Background: an optimization exercise with open tools, aiming at small area. Do not read the settings as production practice. Function was checked by simulation only, so behaviour that the tests miss may differ from the original.

==> run a: inputs <==
## top
module top(
    input clock,
    input rst,
    output uart_tx,
    input uart_rx
);
==> module top, before the edit <==
module top(
    input clock,
    input rst,
    output uart_tx,
    input uart_rx
);
    reg [3:0] ph;
    always @(posedge clock) ph <= ph + 1'b1;
    wire q4 = (ph[1:0] == 2'd3);
    reg [4:0] rt;        
    reg [3:0] rs;        
    reg [7:0] rd;
    reg       valid;
    wire rtick = q4 && (rt == 5'd24);
    wire [3:0] hi = rd[7:4];
    wire [3:0] lo = rd[3:0];
    wire is_num = (hi == 4'h3) && (lo <= 4'd9);
    wire is_let = (hi == 4'h4) && (lo >= 4'd1) && (lo <= 4'd6);
    wire is_hex = is_num || is_let;
    wire is_eol = (rd == 8'h0a) || (rd == 8'h0d);
    reg dbit;
    always @* case (ph[1:0])
        2'd0: dbit = rd[6] ? ~lo[0] : lo[0];
        2'd1: dbit = rd[6] ? (lo[1] ^ lo[0]) : lo[1];
        2'd2: dbit = rd[6] ? (lo[2] ^ (lo[1] & lo[0])) : lo[2];
        default: dbit = rd[6] | lo[3];
    endcase
    reg [1:0] q;         
    wire w   = (ph[3:2] == q - 2'd1);    
    wire win = (rs == 4'd11) && w;
    always @(posedge clock) begin
        if (rst || rs == 4'd0) rt <= 5'd12;
        else if (q4) rt <= (rt == 5'd24) ? 5'd0 : rt + 1'b1;
        if (rtick && rs != 4'd10) rd <= {uart_rx, rd[7:1]};
        if (rst) rs <= 4'd15;
        else if (rs == 4'd0) begin
            if (!uart_rx) rs <= 4'd1;
        end else if (rs == 4'd11) begin
            if (win && q4) rs <= 4'd0;
        end else if (rtick) rs <= (rs == 4'd10) ? (is_hex ? 4'd11 : 4'd0) : rs + 1'b1;
        if (rst) valid <= 1'b0;
        else if (rs == 4'd10 && rtick) valid <= is_eol;
        if (win && q4) q <= q - 2'd1;
    end
    reg [15:0] ra, rb;
    wire clr = (rs == 4'd15);
    wire ain = clr ? 1'b0 : win ? dbit : ra[0];
    wire bin = clr ? 1'b0 : win ? ra[0] : rb[0];
    always @(posedge clock) begin
        ra <= {ain, ra[15:1]};
        rb <= {bin, rb[15:1]};
    end
    localparam IDLE = 2'd0, MULT = 2'd1, SEND = 2'd2;
    reg [1:0]  st;
    reg [4:0]  t;        
    reg [3:0]  k;
    reg [3:0]  c;
    reg [32:0] p;
    reg        cy, bf;
    reg [3:0]  nib;
    wire mult = (st == MULT);
    wire m31  = q4 && (t[2:0] == 3'd7);
    wire load = (k == 4'd0) && (t[4:3] == 2'd0);
    wire last = k[2];
    wire x   = (mult && load) ? (t[2] & rb[0]) : p[0];
    wire ad  = mult && !load && !t[2] && bf && ra[0];
    wire s   = x ^ ad ^ cy;
    wire co  = (x & ad) | (x & cy) | (ad & cy);
    wire pin = (st == IDLE) ? 1'b0 : (mult && m31 && !last) ? 1'b0 : s;
    always @(posedge clock) begin
        p  <= {pin, p[32:1]};
        cy <= mult && !m31 && co;
        if (mult && m31) bf <= s;
        if (st == SEND && k == 4'd0 && !c[3] && t == 5'd7 && ph[1:0] == 2'd1) nib <= p[3:0];
        case (st)
            IDLE: if (valid && w && q4) begin
                st <= MULT; t <= 5'd0; k <= 4'd0;
            end
            MULT: if (!valid) st <= IDLE;
            else if (last && m31) begin
                st <= SEND; t <= 5'd0; k <= 4'd0; c <= 4'd0;
            end else if (q4) begin
                t <= t + 1'b1;
                if (t == 5'd31) k <= k + 1'b1;
            end
            default: if (q4) begin
                if (t == (k[3] & k[1] ? 5'd12 : 5'd24)) begin    
                    t <= 5'd0;
                    if (k == 4'd10) begin
                        k <= 4'd0;
                        c <= c + 1'b1;
                        if (c == 4'd9) st <= IDLE;
                    end else k <= k + 1'b1;
                end else t <= t + 1'b1;
            end
        endcase
        if (rst) st <= IDLE;
    end
    wire lt = nib[3] & (nib[2] | nib[1]);
    wire [3:0] nl;
    assign nl[0] = nib[0] ^ lt;
    assign nl[1] = lt ? (nib[1] ~^ nib[0]) : nib[1];
    assign nl[2] = lt ? (nib[2] & (nib[1] | nib[0])) : nib[2];
    assign nl[3] = nib[3] & ~lt;
    wire [7:0] ch = c[3] ? {5'h01, ~c[0], c[0], ~c[0]} : {1'b0, lt, ~lt, ~lt, nl};
    reg fb;
    always @* case (k)
        4'd0: fb = 1'b0;
        4'd1: fb = ch[0];
        4'd2: fb = ch[1];
        4'd3: fb = ch[2];
        4'd4: fb = ch[3];
        4'd5: fb = ch[4];
        4'd6: fb = ch[5];
        4'd7: fb = ch[6];
        4'd8: fb = ch[7];
        default: fb = 1'b1;
    endcase
    assign uart_tx = (st != SEND) || fb;
endmodule
==> flow/config.mk <==
export PLATFORM = sky130hd
export DESIGN_NAME = top
export DESIGN_NICKNAME = top
export VERILOG_FILES = /design/flow/design.v
export SDC_FILE = /design/flow/constraint.sdc
export NUM_CORES = 4
export LEC_CHECK = 0
export CAP_MARGIN = 20
export CORE_MARGIN = 2
export CORE_UTILIZATION = 40
export PLACE_DENSITY = 0.6
export SLEW_MARGIN = 20
==> flow/constraint.sdc <==
create_clock -name core_clock -period 10.0 [get_ports {clock}]
set_input_delay 2.0000 -clock core_clock [delete_from_list [all_inputs] [get_ports {clock}]]
set_output_delay 2.0000 -clock core_clock [all_outputs]
set_load 0.01 [all_outputs]
standard.sh (not shown) runs the stock make flow with config.mk's settings and CLKGATE_MAP_FILE= SYNTH_SCRIPT=/design/flow/synth_recipe.tcl, a recipe that flattens the netlist after the stock synthesis.
==> flow/flow/run.sh <==
#!/bin/bash
set -euo pipefail
export CTS_ARGS="-sink_clustering_enable -repair_clock_nets -dont_use_dummy_load -buf_list sky130_fd_sc_hd__clkbuf_8 -root_buf sky130_fd_sc_hd__clkbuf_8 -sink_clustering_size 60 -sink_clustering_max_diameter 300"
bash standard.sh finish > standard_flow.log 2>&1
==> run b (differences from run a) <==
==> flow/design.v (replaced) <==
module top(
    input clock,
    input rst,
    output uart_tx,
    input uart_rx
);
    reg [3:0] ph;
    always @(posedge clock) ph <= ph + 1'b1;
    reg [6:0] rt;        
    reg [3:0] rs;        
    reg [7:0] rd;
    reg       valid;
    wire rtick = (rt == 7'd99);
    wire [3:0] hi = rd[7:4];
    wire [3:0] lo = rd[3:0];
    wire is_num = (hi == 4'h3) && (lo <= 4'd9);
    wire is_let = (hi == 4'h4) && (lo >= 4'd1) && (lo <= 4'd6);
    wire is_hex = is_num || is_let;
    wire is_eol = (rd == 8'h0a) || (rd == 8'h0d);
    wire [3:0] dig = rd[6] ? lo + 4'd9 : lo;
    reg [1:0] q;         
    wire win = (rs == 4'd11) && (ph[3:2] == q - 2'd1);
    always @(posedge clock) begin
        if (rst || rs == 4'd0) rt <= 7'd50;
        else if (rtick) rt <= 7'd0;
        else rt <= rt + 1'b1;
        if (rtick && rs >= 4'd2 && rs <= 4'd9) rd <= {uart_rx, rd[7:1]};
        if (rst) rs <= 4'd13;
        else case (rs)
            4'd0:  if (!uart_rx) rs <= 4'd1;
            4'd10: if (ph[1:0] == 2'd3) rs <= is_hex ? 4'd11 : 4'd12;
            4'd11: if (win && ph[1:0] == 2'd3) rs <= 4'd12;
            4'd12: if (uart_rx) rs <= 4'd0;
            4'd13: if (rtick) rs <= 4'd0;
            4'd14, 4'd15: rs <= 4'd0;
            default: if (rtick) rs <= rs + 1'b1;
        endcase
        if (rst) valid <= 1'b0;
        else if (rs == 4'd10 && ph[1:0] == 2'd3) valid <= is_eol;
        if (win && ph[1:0] == 2'd3) q <= q - 2'd1;
    end
    reg [15:0] ra, rb;
    wire clr = (rs == 4'd13);
    wire ain = clr ? 1'b0 : win ? dig[ph[1:0]] : ra[0];
    wire bin = clr ? 1'b0 : win ? ra[0] : rb[0];
    always @(posedge clock) begin
        ra <= {ain, ra[15:1]};
        rb <= {bin, rb[15:1]};
    end
    localparam IDLE = 2'd0, MULT = 2'd1, SEND = 2'd2;
    reg [1:0]  st;
    reg [6:0]  t;
    reg [3:0]  k;
    reg [3:0]  c;
    reg [32:0] p;
    reg        cy, bf;
    reg [3:0]  nib;
    wire [3:0] idx = ph - {q, 2'b00};
    wire mult = (st == MULT);
    wire m31  = (t[4:0] == 5'd31);
    wire load = (k == 4'd0) && (t[6:5] == 2'd0);
    wire last = k[2];
    wire x   = (mult && load) ? (t[4] & rb[0]) : p[0];
    wire ad  = mult && !load && !t[4] && bf && ra[0];
    wire s   = x ^ ad ^ cy;
    wire co  = (x & ad) | (x & cy) | (ad & cy);
    wire pin = (st == IDLE) ? 1'b0 : (mult && m31 && !last) ? 1'b0 : s;
    reg [4:0] dl;
    always @* case (c[2:0])
        3'd0: dl = 5'd29;
        3'd1: dl = 5'd15;
        3'd2: dl = 5'd1;
        3'd3: dl = 5'd20;
        3'd4: dl = 5'd6;
        3'd5: dl = 5'd25;
        3'd6: dl = 5'd11;
        default: dl = 5'd30;
    endcase
    always @(posedge clock) begin
        p  <= {pin, p[32:1]};
        cy <= mult && !m31 && co;
        if (mult && m31) bf <= s;
        if (st == SEND && k == 4'd0 && !c[3] && t == {2'b00, dl}) nib <= p[3:0];
        case (st)
            IDLE: if (valid && idx == 4'd15) begin
                st <= MULT; t <= 7'd0; k <= 4'd0;
            end
            MULT: if (!valid) st <= IDLE;
            else if (last && m31) begin
                st <= SEND; t <= 7'd0; k <= 4'd0; c <= 4'd0;
            end else begin
                t <= t + 1'b1;
                if (t == 7'd127) k <= k + 1'b1;
            end
            default: if (t == 7'd99) begin
                t <= 7'd0;
                if (k == 4'd9) begin
                    k <= 4'd0;
                    c <= c + 1'b1;
                    if (c == 4'd9) st <= IDLE;
                end else k <= k + 1'b1;
            end else t <= t + 1'b1;
        endcase
        if (rst) st <= IDLE;
    end
    wire lt = nib[3] & (nib[2] | nib[1]);
    wire [3:0] nl = lt ? nib + 4'd7 : nib;
    wire [7:0] ch = c[3] ? (c[0] ? 8'h0a : 8'h0d) : {1'b0, lt, ~lt, ~lt, nl};
    wire [3:0] bi = k - 1'b1;
    assign uart_tx = (st != SEND) || (k == 4'd9) || (k != 4'd0 && ch[bi[2:0]]);
endmodule
==> flow/run.sh (new file) <==
#!/bin/bash
# synth_recipe.tcl (not shown) runs the flow's synth.tcl, then flattens the netlist and writes it again
# the make line also repeats each setting of config.mk as NAME=value (left out here)
make -C /OpenROAD-flow-scripts/flow DESIGN_CONFIG=/design/flow/config.mk WORK_HOME=/design/flow/orfs CLKGATE_MAP_FILE= SYNTH_SCRIPT=/design/flow/synth_recipe.tcl finish
removed: flow/flow/run.sh
removed: flow/standard.sh
==> results.txt <==
- In run a the first-iteration DRC count is smaller than in run b, by 37%.
- Against run a, the routed wire length of run b is higher by about 23%.
- Of run b and run a, run b has the higher clock-buffer cell count (gap 11).
- Of run b and run a, run a has the higher clock skew (gap 13 ps).
- Between run b and run a, the lower core utilization is in run a (gap 4.2 points).
- In critical path depth, run a and run b do not differ.
- Of run b and run a, run b has the higher design area (gap 22%, measured against run a).

## port drivers added, routing unchanged
No port has a modelled driver above. Below, the same layouts with a new extraction and two added sets of constraints.
Step 1: set_driving_cell puts a clkbuf_16 on clock and a buf_2 on each other input, an assumption about the parent block.
Step 2 adds t to the input delays and takes it off the output delays; t is the mean of the earliest and latest rising clock arrival at the registers after step 1. Input paths then give back, and output paths get back, about the clock's delay inside the block.
a / b / c = no drivers / after step 1 / after step 2; a / b = the first two.
| run | t (ns) | setup WS [ns] | worst slew at a driven data input, ns |
|---|---|---|---|
| run a | 0.383 | 5.553 / 5.522 / 5.904 | 0.03 |
| run b | 0.533 | 4.916 / 4.889 / 5.422 | 0.03 |
After both steps setup and hold are still met in every run listed.
